Context: an optimization exercise on an open-source flow, tuned for small area. The choices shown serve that exercise and are no tape-out recipe. At most, simulation tests tie the RTL to the original design; equivalence was not proved. Power and IR drop assume default switching activity.

==> amber: inputs <==
==> flow/design.v (excerpt) <==
module top(
    input clk,
    input rst_btn,
    input  [7:0] sw,
    output [3:0] led
);
==> module window_3x3, before the edit <==
module window_3x3 #
(
    parameter WIDTH = 8
)
(
    input clk,
    input rst,
    input  [7:0] pixel_in,
    input        pixel_valid,
    output reg [7:0] z1,z2,z3,
    output reg [7:0] z4,z5,z6,
    output reg [7:0] z7,z8,z9,
    output reg window_valid
);
    reg [7:0] line1 [0:WIDTH-1];
    reg [7:0] line2 [0:WIDTH-1];
    reg [$clog2(WIDTH)-1:0] col;
    reg [7:0] r1c1,r1c2,r1c3;
    reg [7:0] r2c1,r2c2,r2c3;
    reg [7:0] r3c1,r3c2,r3c3;
    always @(posedge clk) begin
        if(rst) begin
            col <= 0;
            window_valid <= 0;
            z1<=0;z2<=0;z3<=0;
            z4<=0;z5<=0;z6<=0;
            z7<=0;z8<=0;z9<=0;
            r1c1<=0;r1c2<=0;r1c3<=0;
            r2c1<=0;r2c2<=0;r2c3<=0;
            r3c1<=0;r3c2<=0;r3c3<=0;
        end
        else if(pixel_valid) begin
            r1c1 <= r1c2; r1c2 <= r1c3;
            r2c1 <= r2c2; r2c2 <= r2c3;
            r3c1 <= r3c2; r3c2 <= r3c3;
            r1c3 <= line2[col];
            r2c3 <= line1[col];
            r3c3 <= pixel_in;
            line2[col] <= line1[col];
            line1[col] <= pixel_in;
            z1<=r1c1;z2<=r1c2;z3<=r1c3;
            z4<=r2c1;z5<=r2c2;z6<=r2c3;
            z7<=r3c1;z8<=r3c2;z9<=r3c3;
            if(col==WIDTH-1)
                col<=0;
            else
                col<=col+1;
            if(col>=2)
                window_valid<=1;
            else
                window_valid<=0;
        end
    end
endmodule
==> module sobel_core, before the edit <==
module sobel_core(
    input [7:0] z1,z2,z3,
    input [7:0] z4,z5,z6,
    input [7:0] z7,z8,z9,
    output [15:0] edge_out
);
    wire signed [10:0] gx,gy;
    assign gx = (z3 + (z6<<1) + z9) - (z1 + (z4<<1) + z7);
    assign gy = (z7 + (z8<<1) + z9) - (z1 + (z2<<1) + z3);
    assign edge_out =
        (gx[10] ? -gx : gx) +
        (gy[10] ? -gy : gy);
endmodule
==> module threshold, before the edit <==
module threshold #
(
    parameter TH = 16'd50
)
(
    input  [15:0] edge_in,
    input         valid_in,
    output reg    edge_bin,
    output reg    valid_out
);
    always @(*) begin
        if(valid_in) begin
            if(edge_in > TH)
                edge_bin = 1;
            else
                edge_bin = 0;
            valid_out = 1;
        end
        else begin
            edge_bin = 0;
            valid_out = 0;
        end
    end
endmodule
==> module top, before the edit <==
module top(
    input clk,
    input rst_btn,
    input  [7:0] sw,
    output [3:0] led
);
    wire rst = rst_btn;
    wire [7:0] pixel_in = sw;
    wire pixel_valid = 1'b1;
    wire [7:0] z1,z2,z3;
    wire [7:0] z4,z5,z6;
    wire [7:0] z7,z8,z9;
    wire window_valid;
    wire [15:0] edge_out;
    wire edge_valid;
    wire edge_bin;
    wire edge_bin_valid;
    window_3x3 #(.WIDTH(64)) WIN(
        .clk(clk),
        .rst(rst),
        .pixel_in(pixel_in),
        .pixel_valid(pixel_valid),
        .z1(z1),.z2(z2),.z3(z3),
        .z4(z4),.z5(z5),.z6(z6),
        .z7(z7),.z8(z8),.z9(z9),
        .window_valid(window_valid)
    );
    sobel_core SOBEL(
        .z1(z1),.z2(z2),.z3(z3),
        .z4(z4),.z5(z5),.z6(z6),
        .z7(z7),.z8(z8),.z9(z9),
        .edge_out(edge_out)
    );
    assign edge_valid = window_valid;
    threshold THR(
        .edge_in(edge_out),
        .valid_in(edge_valid),
        .edge_bin(edge_bin),
        .valid_out(edge_bin_valid)
    );
    assign led[0] = edge_bin;
    assign led[1] = edge_bin_valid;
    assign led[2] = edge_out[6];
    assign led[3] = edge_out[7];
endmodule
make LEC_CHECK=0 CAP_MARGIN=20 CORE_MARGIN=2 CORE_UTILIZATION=40 SLEW_MARGIN=20 finish   # period 10.0 ns
run.sh (not shown) runs the stock make flow with config.mk's settings and CLKGATE_MAP_FILE= SYNTH_SCRIPT=/design/flow/synth_recipe.tcl, a recipe that flattens the netlist after the stock synthesis.
==> violet (differences from amber) <==
==> flow/design.v (replaced) <==
module window_3x3 #
(
    parameter WIDTH = 64
)
(
    input clk,
    input  [7:0] pixel_in,
    output [9:0] s_new,
    output signed [8:0] d_new
);
    localparam N = 2*WIDTH;
    reg [7:0] d [0:N-1];
    integer i;
    always @(posedge clk) begin
        d[0] <= pixel_in;
        for (i = 1; i < N; i = i + 1)
            d[i] <= d[i-1];
    end
    wire [7:0] bot = pixel_in;
    wire [7:0] mid = d[WIDTH-1];
    wire [7:0] top = d[2*WIDTH-1];
    assign s_new = top + {mid, 1'b0} + bot;
    assign d_new = {1'b0, bot} - {1'b0, top};
endmodule
module sobel_core(
    input clk,
    input [9:0] s_new,
    input signed [8:0] d_new,
    output [10:0] edge_out
);
    reg [9:0] s1, s2;
    reg signed [8:0] d1, d2;
    always @(posedge clk) begin
        s1 <= s_new; s2 <= s1;
        d1 <= d_new; d2 <= d1;
    end
    wire signed [10:0] gx = {1'b0, s_new} - {1'b0, s2};
    wire signed [10:0] gy = d2 + (d1 <<< 1) + d_new;
    assign edge_out =
        (gx[10] ? -gx : gx) +
        (gy[10] ? -gy : gy);
endmodule
module threshold #
(
    parameter TH = 11'd50
)
(
    input  [10:0] edge_in,
    output        edge_bin
);
    assign edge_bin = edge_in > TH;
endmodule
module top(
    input clk,
    input rst_btn,
    input  [7:0] sw,
    output [3:0] led
);
    wire [9:0] s_new;
    wire signed [8:0] d_new;
    window_3x3 WIN(.clk(clk), .pixel_in(sw), .s_new(s_new), .d_new(d_new));
    wire [10:0] mag;
    sobel_core SOBEL(.clk(clk), .s_new(s_new), .d_new(d_new), .edge_out(mag));
    wire gt;
    threshold THR(.edge_in(mag), .edge_bin(gt));
    reg [2:0] s1, s2;
    always @(posedge clk) begin
        s1 <= {mag[7], mag[6], gt};
        s2 <= s1;
    end
    reg [5:0] c;
    always @(posedge clk) begin
        if (rst_btn) c <= 6'd0;
        else         c <= c + 6'd1;
    end
    wire valid = ~((c == 6'd1) | (c == 6'd2));
    assign led[0] = valid & s2[0];
    assign led[1] = valid;
    assign led[2] = s2[1];
    assign led[3] = s2[2];
endmodule
==> tundra (differences from amber) <==
==> flow/design.v (replaced) <==
module window_3x3 #
(
    parameter WIDTH = 64
)
(
    input clk,
    input  [7:0] pixel_in,
    output [9:0] s_new,
    output signed [8:0] d_new
);
    localparam N = 2*WIDTH;
    reg [7:0] d [0:N-1];
    integer i;
    always @(posedge clk) begin
        d[0] <= pixel_in;
        for (i = 1; i < N; i = i + 1)
            d[i] <= d[i-1];
    end
    wire [7:0] bot = pixel_in;
    wire [7:0] mid = d[WIDTH-1];
    wire [7:0] top = d[2*WIDTH-1];
    assign s_new = top + {mid, 1'b0} + bot;
    assign d_new = {1'b0, bot} - {1'b0, top};
endmodule
module sobel_core(
    input clk,
    input [9:0] s_new,
    input signed [8:0] d_new,
    output [10:0] edge_out
);
    reg [9:0] s1, s2;
    reg signed [8:0] d1, d2;
    always @(posedge clk) begin
        s1 <= s_new; s2 <= s1;
        d1 <= d_new; d2 <= d1;
    end
    wire signed [10:0] gx = $signed({1'b0, s_new}) - $signed({1'b0, s2});
    wire signed [10:0] gy = d2 + (d1 <<< 1) + d_new;
    assign edge_out =
        (gx[10] ? -gx : gx) +
        (gy[10] ? -gy : gy);
endmodule
module threshold #
(
    parameter TH = 11'd50
)
(
    input  [10:0] edge_in,
    output        edge_bin
);
    assign edge_bin = edge_in > TH;
endmodule
module top(
    input clk,
    input rst_btn,
    input  [7:0] sw,
    output [3:0] led
);
    wire [9:0] s_new;
    wire signed [8:0] d_new;
    window_3x3 WIN(.clk(clk), .pixel_in(sw), .s_new(s_new), .d_new(d_new));
    wire [10:0] mag;
    sobel_core SOBEL(.clk(clk), .s_new(s_new), .d_new(d_new), .edge_out(mag));
    wire gt;
    threshold THR(.edge_in(mag), .edge_bin(gt));
    reg [2:0] s1, s2;
    always @(posedge clk) begin
        s1 <= {mag[7], mag[6], gt};
        s2 <= s1;
    end
    reg [5:0] c;
    always @(posedge clk) begin
        if (rst_btn) c <= 6'd0;
        else         c <= c + 6'd1;
    end
    wire valid = ~((c == 6'd1) | (c == 6'd2));
    assign led[0] = valid & s2[0];
    assign led[1] = valid;
    assign led[2] = s2[1];
    assign led[3] = s2[2];
endmodule
Settings changed: CORE_UTILIZATION 40 to 75, PLACE_DENSITY set to 0.85.
==> summary of the runs <==
tundra did not get past clock tree synthesis (4_1_cts). violet finished with timing, DRC and antenna clean. amber finished clean.
In amber the flip-flop and latch count is higher than in violet, by 55.
Between violet and amber, the lower via count is in violet (gap 63%, measured against amber).
Of violet and amber, violet has the higher maximum frequency (gap about 18%, measured against amber).
Of violet and amber, violet has the higher worst setup slack (gap 1400 ps).
In amber the synthesized cell count is higher than in tundra, by 87%.
Clock skew: amber is higher than violet (31 ps).
Of amber and violet, amber has the higher synthesized area (gap about 80%, measured against violet).
Between amber and violet, the lower cell count is in violet (gap about 80%, measured against violet).
Of amber and violet, amber has the higher clock power (gap 9.4%, measured against violet).
No functional check of the RTL was part of tundra.

port drivers added, routing unchanged:
No port has a modelled driver above. Below, the same layouts with a new extraction and two added sets of constraints.
Step 1, drivers: a clkbuf_16 drives clk and a buf_2 each remaining input, both assumed.
Step 2 also shifts input and output timing later by t, the mid clock arrival at the registers, as if the neighbouring blocks saw the same clock.
Slacks: ideal ports / drivers / drivers and shift; pairs: ideal ports / drivers.
run	shift t [ns]	setup WS [ns]	hold WS [ns]
amber	0.747	0.627 / 0.552 / 1.299	0.431 / 0.431 / 0.431
violet	0.677	2.051 / 2.048 / 1.371	0.307 / 0.307 / 0.307
After both steps every run listed still meets setup and hold. For violet, which loses most, drivers alone change the setup slack by -0.003 ns; drivers and shift together by -0.680 ns.
